From an optimization exercise on the open Yosys and OpenROAD flow, aimed at small area; shortcuts taken in it are not production practice. At most, simulation tests tie the RTL to the original design; equivalence was not proved. Power and IR drop assume default switching activity.

==> run X: inputs <==
// uart_top
module uart_top (
  input  logic        pclk,
  input  logic        presetn,
  input  logic        psel,
  input  logic        penable,
  input  logic        pwrite,
  input  logic [31:0] paddr,
  input  logic [31:0] pwdata,
  input  logic        uart_rxd,
  output logic        pready,
  output logic [31:0] prdata,
  output logic        uart_txd,
  output logic        uart_intpt
);
==> flow/config.mk <==
export PLATFORM = sky130hd
export DESIGN_NAME = uart_top
export DESIGN_NICKNAME = uart_top
export VERILOG_FILES = /design/flow/design.v
export SDC_FILE = /design/flow/constraint.sdc
export NUM_CORES = 4
export LEC_CHECK = 0
export CAP_MARGIN = 0
export CORE_MARGIN = 2
export CORE_UTILIZATION = 40
export CTS_BUF_LIST = sky130_fd_sc_hd__clkbuf_4
export CTS_CLUSTER_DIAMETER = 40
export CTS_CLUSTER_SIZE = 10
export SLEW_MARGIN = 0
==> flow/constraint.sdc <==
create_clock -name core_clock -period 10.0 [get_ports {pclk}]
set_input_delay 2.0000 -clock core_clock [delete_from_list [all_inputs] [get_ports {pclk}]]
set_output_delay 2.0000 -clock core_clock [all_outputs]
set_load 0.01 [all_outputs]
run.sh (not shown) runs the stock make flow with config.mk's settings and CLKGATE_MAP_FILE= SYNTH_SCRIPT=/design/flow/synth_recipe.tcl, a recipe that flattens the netlist after the stock synthesis.
==> run H (differences from run X) <==
--- a/flow/design.v
+++ b/flow/design.v
@@ -29,61 +29,51 @@
   logic [1:0] wls;
   logic       stb, pen, eps, sp, loop;
   logic [7:0] dll, dlh;
   logic       utrst, urrst;
   always_ff @(posedge pclk or negedge presetn)
-    if (!presetn) begin
-      ier     <= 3'b0;
-      fifoen  <= 1'b0;
-      rxclr   <= 1'b0;
-      txclr   <= 1'b0;
-      rxfiftl <= 2'b0;
-      wls     <= 2'b0;
-      stb     <= 1'b0;
-      pen     <= 1'b0;
-      eps     <= 1'b0;
-      sp      <= 1'b0;
-      loop    <= 1'b0;
-      dll     <= 8'b0;
-      dlh     <= 8'b0;
-      utrst   <= 1'b0;
-      urrst   <= 1'b0;
-    end else if (wr_en) begin
-      case (paddr[7:0])
-        8'h04: ier <= pwdata[2:0];
-        8'h08: {rxfiftl, txclr, rxclr, fifoen} <= {pwdata[7:6], pwdata[2:0]};
-        8'h0C: {loop, sp, eps, pen, stb, wls} <= {pwdata[7], pwdata[5:0]};
-        8'h20: dll <= pwdata[7:0];
-        8'h24: dlh <= pwdata[7:0];
-        8'h30: {utrst, urrst} <= pwdata[14:13];
-        default: ;
-      endcase
-    end
+    if (!presetn)                         ier <= 3'b0;
+    else if (wr_en & (paddr[7:0] == 8'h04)) ier <= pwdata[2:0];
+  logic [14:0] pw;
+  assign pw = pwdata[14:0] & {15{presetn}};
+  logic fcr_ld, lcr_ld, dll_ld, dlh_ld, pwr_ld;
+  assign fcr_ld = ~presetn | (wr_en & (paddr[7:0] == 8'h08));
+  assign lcr_ld = ~presetn | (wr_en & (paddr[7:0] == 8'h0C));
+  assign dll_ld = ~presetn | (wr_en & (paddr[7:0] == 8'h20));
+  assign dlh_ld = ~presetn | (wr_en & (paddr[7:0] == 8'h24));
+  assign pwr_ld = ~presetn | (wr_en & (paddr[7:0] == 8'h30));
+  always_ff @(posedge pclk) begin
+    if (fcr_ld) {rxfiftl, txclr, rxclr, fifoen} <= {pw[7:6], pw[2:0]};
+    if (lcr_ld) {loop, sp, eps, pen, stb, wls} <= {pw[7], pw[5:0]};
+    if (dll_ld) dll <= pw[7:0];
+    if (dlh_ld) dlh <= pw[7:0];
+    if (pwr_ld) {utrst, urrst} <= pw[14:13];
+  end
   logic [14:0] comp_value;
   assign comp_value = {dlh, dll[7:1]};
   logic [14:0] cnt_rx, cnt_tx;
   logic [4:0]  bc_rx, bc_tx;      
   logic        inc_rx, inc_tx;    
   logic        comp_rx, comp_tx;
   logic        tx_idle;
   assign comp_rx = (cnt_rx == comp_value);
   assign comp_tx = (cnt_tx == comp_value);
+  always_ff @(posedge pclk) begin
+    cnt_rx <= (~presetn | ~urrst | comp_rx) ? 15'd1 : cnt_rx + 15'd1;
+    cnt_tx <= (tx_idle | comp_tx) ? 15'd1 : cnt_tx + 15'd1;
+  end
   always_ff @(posedge pclk or negedge presetn)
     if (!presetn) begin
-      cnt_rx <= 15'd1;
-      cnt_tx <= 15'd1;
-      bc_rx  <= 5'd0;
-      bc_tx  <= 5'd0;
-      inc_rx <= 1'b0;
-      inc_tx <= 1'b0;
+      bc_rx   <= 5'd0;
+      bc_tx   <= 5'd0;
+      inc_rx  <= 1'b0;
+      inc_tx  <= 1'b0;
     end else begin
-      cnt_rx <= (~urrst | comp_rx) ? 15'd1 : cnt_rx + 15'd1;
-      cnt_tx <= (tx_idle | comp_tx) ? 15'd1 : cnt_tx + 15'd1;
-      bc_rx  <= bc_rx + comp_rx;
-      bc_tx  <= bc_tx + comp_tx;
-      inc_rx <= comp_rx & bc_rx[0];
-      inc_tx <= comp_tx & bc_tx[0];
+      bc_rx   <= bc_rx + comp_rx;
+      bc_tx   <= bc_tx + comp_tx;
+      inc_rx  <= comp_rx & bc_rx[0];
+      inc_tx  <= comp_tx & bc_tx[0];
     end
   logic [3:0] sc;
   assign sc = bc_rx[4:1];
   logic voting_edge, sample_edge, transmit_edge;
   assign voting_edge   = inc_rx & urrst & ((sc == 4'd6) | (sc == 4'd7) | (sc == 4'd8));
@@ -97,58 +87,47 @@
   logic [10:0] rbr;
   logic rbrf;
   always_ff @(posedge pclk or negedge presetn)
     if (!presetn) begin
       dr   <= 1'b0;
-      oe   <= 1'b0;
       pe   <= 1'b0;
       fe   <= 1'b0;
       bi   <= 1'b0;
       thre <= 1'b1;
-      temt <= 1'b1;
     end else begin
       if (fifoen) begin
         pe <= (rbr[8] | pe) & ~rbr_rd_en;
         fe <= (rbr[9] | fe) & ~rbr_rd_en;
         dr <= ~rx_fifo_empty;
         bi <= 1'b0;
-        oe <= ((rx_fifo_full & receive_done) | oe) & ~rbr_rd_en;
       end else begin
         pe <= ((parity_error & receive_done) | pe) & ~rbr_rd_en;
         fe <= ((frame_error & receive_done) | fe) & ~rbr_rd_en;
         dr <= (receive_done | dr) & ~rbr_rd_en;
         bi <= (uart_break | bi) & ~rbr_rd_en;
-        oe <= rbrf & receive_done;
       end
       thre <= ~thr_wr_en & ((~fifoen & tsr_load) | (fifoen & tx_fifo_empty) | thre);
-      if (shift_cnt_eq) temt <= thre;
     end
+  always_ff @(posedge pclk) begin
+    oe   <= presetn & (fifoen ? (((rx_fifo_full & receive_done) | oe) & ~rbr_rd_en)
+                              : (rbrf & receive_done));
+    temt <= ~presetn | (shift_cnt_eq ? thre : temt);
+  end
   logic [7:0] thr;
   logic [7:0] txm [0:15];
   logic [4:0] twp, trp;
   logic       t_wr, t_rd;
   assign tx_fifo_empty = (twp == trp);
   assign t_wr = thr_wr_en & fifoen & ~((twp[3:0] == trp[3:0]) & (twp[4] ^ trp[4]));
   assign t_rd = tsr_load & fifoen & ~tx_fifo_empty;
-  always_ff @(posedge pclk or negedge presetn)
-    if (!presetn) thr <= 8'b0;
-    else if (thr_wr_en & ~fifoen) thr <= pwdata[7:0];
   always_ff @(posedge pclk)
-    if (t_wr) txm[twp[3:0]] <= pwdata[7:0];
-  logic       t_z;
-  logic [3:0] t_h;
-  logic       tx_valid;
-  always_ff @(posedge pclk or negedge presetn)
-    if (!presetn) begin
-      t_z <= 1'b0;
-      t_h <= 4'd0;
-    end else if (t_wr) begin
-      if (twp[3:0] == 4'd0) t_z <= 1'b1;
-      if (twp[3:0] > t_h)   t_h <= twp[3:0];
-    end
-  assign tx_valid = (trp[3:0] == 4'd0) ? t_z : (trp[3:0] <= t_h);
-  always_ff @(posedge pclk or negedge presetn)
+    if (~presetn | (thr_wr_en & ~fifoen)) thr <= pw[7:0];
+  for (genvar i = 0; i < 16; i++) begin : g_txm
+    always_ff @(posedge pclk)
+      if (~presetn | (t_wr & (twp[3:0] == i))) txm[i] <= pw[7:0];
+  end
+  always_ff @(posedge pclk)
     if (!presetn) begin
       twp <= 5'd0;
       trp <= 5'd0;
     end else if (txclr) begin
       twp <= {4'd0, twp[3:0] == 4'd0};
@@ -156,55 +135,43 @@
     end else begin
       twp <= twp + t_wr;
       trp <= trp + t_rd;
     end
   logic [7:0] tx_data;
-  assign tx_data = fifoen ? (tx_valid ? txm[trp[3:0]] : 8'b0) : thr;
+  assign tx_data = fifoen ? txm[trp[3:0]] : thr;
   logic [9:0] rxm [0:15];
   logic [4:0] rwp, rrp;
   logic       r_wr, r_rd;
   logic [7:0] rsr_data;
   logic [7:0] just_rbr;
   assign rx_fifo_empty = (rwp == rrp);
   assign rx_fifo_full  = (rwp[3:0] == rrp[3:0]) & (rwp[4] ^ rrp[4]);
   assign r_wr = receive_done & fifoen & ~rx_fifo_full;
   assign r_rd = rbr_rd_en & fifoen & ~rx_fifo_empty;
+  logic [9:0] rx_din;
+  assign rx_din = {frame_error, parity_error, rsr_data} & {10{presetn}};
+  for (genvar i = 0; i < 16; i++) begin : g_rxm
+    always_ff @(posedge pclk)
+      if (~presetn | (r_wr & (rwp[3:0] == i))) rxm[i] <= rx_din;
+  end
   always_ff @(posedge pclk)
-    if (r_wr) rxm[rwp[3:0]] <= {frame_error, parity_error, rsr_data};
-  logic       r_z;
-  logic [3:0] r_h;
-  logic       rx_valid;
-  always_ff @(posedge pclk or negedge presetn)
-    if (!presetn) begin
-      r_z <= 1'b0;
-      r_h <= 4'd0;
-    end else if (r_wr) begin
-      if (rwp[3:0] == 4'd0) r_z <= 1'b1;
-      if (rwp[3:0] > r_h)   r_h <= rwp[3:0];
-    end
-  assign rx_valid = (rrp[3:0] == 4'd0) ? r_z : (rrp[3:0] <= r_h);
-  always_ff @(posedge pclk or negedge presetn)
     if (!presetn) begin
       rwp <= 5'd0;
       rrp <= 5'd0;
     end else if (rxclr) begin
       rwp <= {4'd0, rwp[3:0] == 4'd0};
       rrp <= {4'd0, rwp[3:0] == 4'd0};
     end else begin
       rwp <= rwp + r_wr;
       rrp <= rrp + r_rd;
     end
-  always_ff @(posedge pclk or negedge presetn)
-    if (!presetn) begin
-      just_rbr <= 8'b0;
-      rbrf     <= 1'b0;
-    end else begin
-      if (receive_done & ~rbrf & ~fifoen) just_rbr <= rsr_data;
-      rbrf <= (receive_done | rbrf) & ~rbr_rd_en;
-    end
+  always_ff @(posedge pclk)
+    rbrf <= presetn & (receive_done | rbrf) & ~rbr_rd_en;
+  always_ff @(posedge pclk)
+    if (~presetn | (receive_done & ~rbrf & ~fifoen)) just_rbr <= rx_din[7:0];
   assign rx_head = rxm[rrp[3:0]];
-  assign rbr = fifoen ? ((dr & rx_valid) ? {1'b0, rx_head} : 11'b0) : {3'b0, just_rbr};
+  assign rbr = fifoen ? (dr ? {1'b0, rx_head} : 11'b0) : {3'b0, just_rbr};
   logic [3:0] rx_cnt;
   logic       below_level;
   assign rx_cnt = rwp[3:0] - rrp[3:0];
   always_comb
     case (rxfiftl)
@@ -258,20 +225,20 @@
   logic parity_gen;
   assign parity_gen = sp ? ~eps : (eps ? ^tdata_m : ~^tdata_m);
   always_ff @(posedge pclk or negedge presetn)
     if (!presetn) begin
       tstate <= T_IDLE;
-      tx_cnt <= 4'd0;
-      parity <= 1'b0;
-      tsr    <= 11'b0;
     end else begin
       tstate <= tnext;
-      tx_cnt <= shift_count_clr ? 4'd0 : tx_cnt + shift_count_en;
-      if (tsr_load & pen) parity <= parity_gen;
-      if (tsr_load)      tsr <= shift_data;
-      else if (shift_en) tsr <= {1'b0, tsr[10:1]};
     end
+  always_ff @(posedge pclk) begin
+    tx_cnt <= (~presetn | shift_count_clr) ? 4'd0 : tx_cnt + shift_count_en;
+    if (~presetn | (tsr_load & pen)) parity <= parity_gen & presetn;
+  end
+  always_ff @(posedge pclk)
+    if (tsr_load)      tsr <= shift_data;
+    else if (shift_en) tsr <= {1'b0, tsr[10:1]};
   logic tx_bit;
   assign tx_bit   = st_par ? parity : tsr[0];
   assign uart_txd = loop | st_idle | st_start | tx_bit;
   logic loop_txd;
   assign loop_txd = st_idle | st_start | tx_bit;
@@ -306,17 +273,17 @@
   always_ff @(posedge pclk or negedge presetn)
     if (!presetn) begin
       rstate <= R_IDLE;
       vote   <= 3'b0;
       rsh    <= 10'b0;
-      fcnt   <= 4'd0;
     end else begin
       rstate <= rnext;
       if (~rs_idle & voting_edge)   vote <= {serial_in, vote[2:1]};
       if (rs_recv & sample_edge)    rsh  <= {rx_data, rsh[9:1]};
-      fcnt <= ~rs_recv ? 4'd0 : fcnt + sample_edge;
     end
+  always_ff @(posedge pclk)
+    fcnt <= ~rs_recv ? 4'd0 : fcnt + sample_edge;
   always_comb
     case ({pen, wls})
       3'b000: rsr_data = {3'b0, rsh[8:4]};
       3'b001: rsr_data = {2'b0, rsh[8:3]};
       3'b010: rsr_data = {1'b0, rsh[8:2]};
==> flow/flow/run.sh (new file) <==
#!/bin/bash
set -euo pipefail
export BUFFER_PORTS_ARGS="-buffer_cell sky130_fd_sc_hd__buf_1"
export CTS_ARGS="-sink_clustering_enable -repair_clock_nets -sink_clustering_size 30 -sink_clustering_max_diameter 100 -buf_list sky130_fd_sc_hd__clkbuf_16 -dont_use_dummy_load"
bash standard.sh finish > standard.log 2>&1
==> flow/standard.sh (new file) <==
#!/bin/bash
# synth_recipe.tcl (not shown) runs the flow's synth.tcl, then flattens the netlist and writes it again
# the make line also repeats each setting of config.mk as NAME=value (left out here)
make -C /OpenROAD-flow-scripts/flow DESIGN_CONFIG=/design/flow/config.mk WORK_HOME=/design/flow/orfs CLKGATE_MAP_FILE= SYNTH_SCRIPT=/design/flow/synth_recipe.tcl "${@:-finish}"
CORE_UTILIZATION = 65   (was 40)
CTS_BUF_LIST = sky130_fd_sc_hd__clkbuf_8   (was sky130_fd_sc_hd__clkbuf_4)
CTS_CLUSTER_DIAMETER = 50   (was 40)
CTS_CLUSTER_SIZE = 20   (was 10)
removed: flow/run.sh
==> run P (differences from run X) <==
--- a/flow/design.v
+++ b/flow/design.v
@@ -63,27 +63,30 @@
   logic [14:0] cnt_rx, cnt_tx;
   logic [4:0]  bc_rx, bc_tx;      
   logic        inc_rx, inc_tx;    
   logic        comp_rx, comp_tx;
   logic        tx_idle;
-  assign comp_rx = (cnt_rx == comp_value);
-  assign comp_tx = (cnt_tx == comp_value);
+  logic first_q;
+  assign comp_rx = (cnt_rx == comp_value) & ~first_q;
+  assign comp_tx = (cnt_tx == comp_value) & ~first_q;
+  always_ff @(posedge pclk) begin
+    cnt_rx <= (~urrst | comp_rx) ? 15'd1 : cnt_rx + 15'd1;
+    cnt_tx <= (tx_idle | comp_tx) ? 15'd1 : cnt_tx + 15'd1;
+  end
   always_ff @(posedge pclk or negedge presetn)
     if (!presetn) begin
-      cnt_rx <= 15'd1;
-      cnt_tx <= 15'd1;
-      bc_rx  <= 5'd0;
-      bc_tx  <= 5'd0;
-      inc_rx <= 1'b0;
-      inc_tx <= 1'b0;
+      first_q <= 1'b1;
+      bc_rx   <= 5'd0;
+      bc_tx   <= 5'd0;
+      inc_rx  <= 1'b0;
+      inc_tx  <= 1'b0;
     end else begin
-      cnt_rx <= (~urrst | comp_rx) ? 15'd1 : cnt_rx + 15'd1;
-      cnt_tx <= (tx_idle | comp_tx) ? 15'd1 : cnt_tx + 15'd1;
-      bc_rx  <= bc_rx + comp_rx;
-      bc_tx  <= bc_tx + comp_tx;
-      inc_rx <= comp_rx & bc_rx[0];
-      inc_tx <= comp_tx & bc_tx[0];
+      first_q <= 1'b0;
+      bc_rx   <= bc_rx + comp_rx;
+      bc_tx   <= bc_tx + comp_tx;
+      inc_rx  <= comp_rx & bc_rx[0];
+      inc_tx  <= comp_tx & bc_tx[0];
     end
   logic [3:0] sc;
   assign sc = bc_rx[4:1];
   logic voting_edge, sample_edge, transmit_edge;
   assign voting_edge   = inc_rx & urrst & ((sc == 4'd6) | (sc == 4'd7) | (sc == 4'd8));
@@ -260,18 +263,18 @@
   always_ff @(posedge pclk or negedge presetn)
     if (!presetn) begin
       tstate <= T_IDLE;
       tx_cnt <= 4'd0;
       parity <= 1'b0;
-      tsr    <= 11'b0;
     end else begin
       tstate <= tnext;
       tx_cnt <= shift_count_clr ? 4'd0 : tx_cnt + shift_count_en;
       if (tsr_load & pen) parity <= parity_gen;
-      if (tsr_load)      tsr <= shift_data;
-      else if (shift_en) tsr <= {1'b0, tsr[10:1]};
     end
+  always_ff @(posedge pclk)
+    if (tsr_load)      tsr <= shift_data;
+    else if (shift_en) tsr <= {1'b0, tsr[10:1]};
   logic tx_bit;
   assign tx_bit   = st_par ? parity : tsr[0];
   assign uart_txd = loop | st_idle | st_start | tx_bit;
   logic loop_txd;
   assign loop_txd = st_idle | st_start | tx_bit;
@@ -306,17 +309,17 @@
   always_ff @(posedge pclk or negedge presetn)
     if (!presetn) begin
       rstate <= R_IDLE;
       vote   <= 3'b0;
       rsh    <= 10'b0;
-      fcnt   <= 4'd0;
     end else begin
       rstate <= rnext;
       if (~rs_idle & voting_edge)   vote <= {serial_in, vote[2:1]};
       if (rs_recv & sample_edge)    rsh  <= {rx_data, rsh[9:1]};
-      fcnt <= ~rs_recv ? 4'd0 : fcnt + sample_edge;
     end
+  always_ff @(posedge pclk)
+    fcnt <= ~rs_recv ? 4'd0 : fcnt + sample_edge;
   always_comb
     case ({pen, wls})
       3'b000: rsr_data = {3'b0, rsh[8:4]};
       3'b001: rsr_data = {2'b0, rsh[8:3]};
       3'b010: rsr_data = {1'b0, rsh[8:2]};
CORE_UTILIZATION = 65   (was 40)
CTS_BUF_LIST = sky130_fd_sc_hd__clkbuf_8   (was sky130_fd_sc_hd__clkbuf_4)
CTS_CLUSTER_DIAMETER = 50   (was 40)
CTS_CLUSTER_SIZE = 20   (was 10)
==> comparison table <==
metric                                                                 run X                    run H                    run P
Run status                                           complete, no violations  complete, no violations  complete, no violations
Critical Path End                                                  prdata[1]                prdata[6]                prdata[3]
Wire length of the first global-routing pass                        73900 um                 76200 um                 68000 um
Multi-Input Combinational                                                930                     1073                      869
Ratio of total power to cell area                                157 nW/um^2              154 nW/um^2              156 nW/um^2
Utilization of the core after routing                                  0.450                    0.694                    0.709
Placed Cells incl. Taps                                                 2189                     2039                     1830
Part of the Yosys area used for sequential elements                    0.615                    0.617                    0.617
Worst reg-to-reg path cell count                                          16                       10                       12
Routing usage on met1                                                  0.256                    0.424                    0.356
Area taken by multi-input logic gates                             7540 sq um               7180 sq um               7420 sq um
Global Route met3 Usage                                               0.0404                   0.0337                   0.0297
Reg2Reg Setup Slack                                                  5.40 ns                  6.28 ns                  5.62 ns
Hpwl dp                                                             31900 um                 33800 um                 29300 um
Layout overhead on the synthesized area                                10.9%                    4.68%                    7.88%
Starting Density                                                       0.406                    0.663                    0.658
Share of cell area taken by muxes after synthesis                      0.129                   0.0526                    0.143
Worst flop-to-flop path endpoint                          tsr[8]$_DFFE_PN0P_         parity$_DFFE_PP_         tsr[2]$_DFFE_PP_
Delay of the slowest cell on the worst path                          0.86 ns                  0.78 ns                  0.64 ns
Area of the die                                                  54100 sq um              32800 sq um              33300 sq um
Number of synthesis warnings                                               1                        3                        1
CTS sink cnt                                                             456                      446                      457
No functional check of the RTL was part of run H.

## port drivers added, routing unchanged
In the flow no input, the clock included, has a driving cell. The finished layouts below were timed again as built, in two steps.
Step 1: set_driving_cell puts a clkbuf_16 on pclk and a buf_2 on each other input, an assumption about the parent block.
Step 2 also shifts input and output timing later by t, the mid clock arrival at the registers, as if the neighbouring blocks saw the same clock.
Slacks: no drivers / after step 1 / after step 2; pairs: no drivers / after step 1.
| run | t (ns) | setup slack, ns | worst setup path after step 2 | clock arrival spread, ns | cell pins on the clock port's net |
|---|---|---|---|---|---|
| run X | 0.877 | 3.091 / 3.067 / 3.067 | input to output | 0.088 / 0.088 | 1 |
| run H | 0.581 | 3.575 / 3.549 / 3.549 | input to output | 0.032 / 0.032 | 1 |
| run P | 0.629 | 3.281 / 3.216 / 3.216 | input to output | 0.037 / 0.037 | 1 |
After both steps every run listed still meets setup and hold. For run P, which loses most, drivers alone change the setup slack by -0.065 ns; drivers and shift together by -0.065 ns.
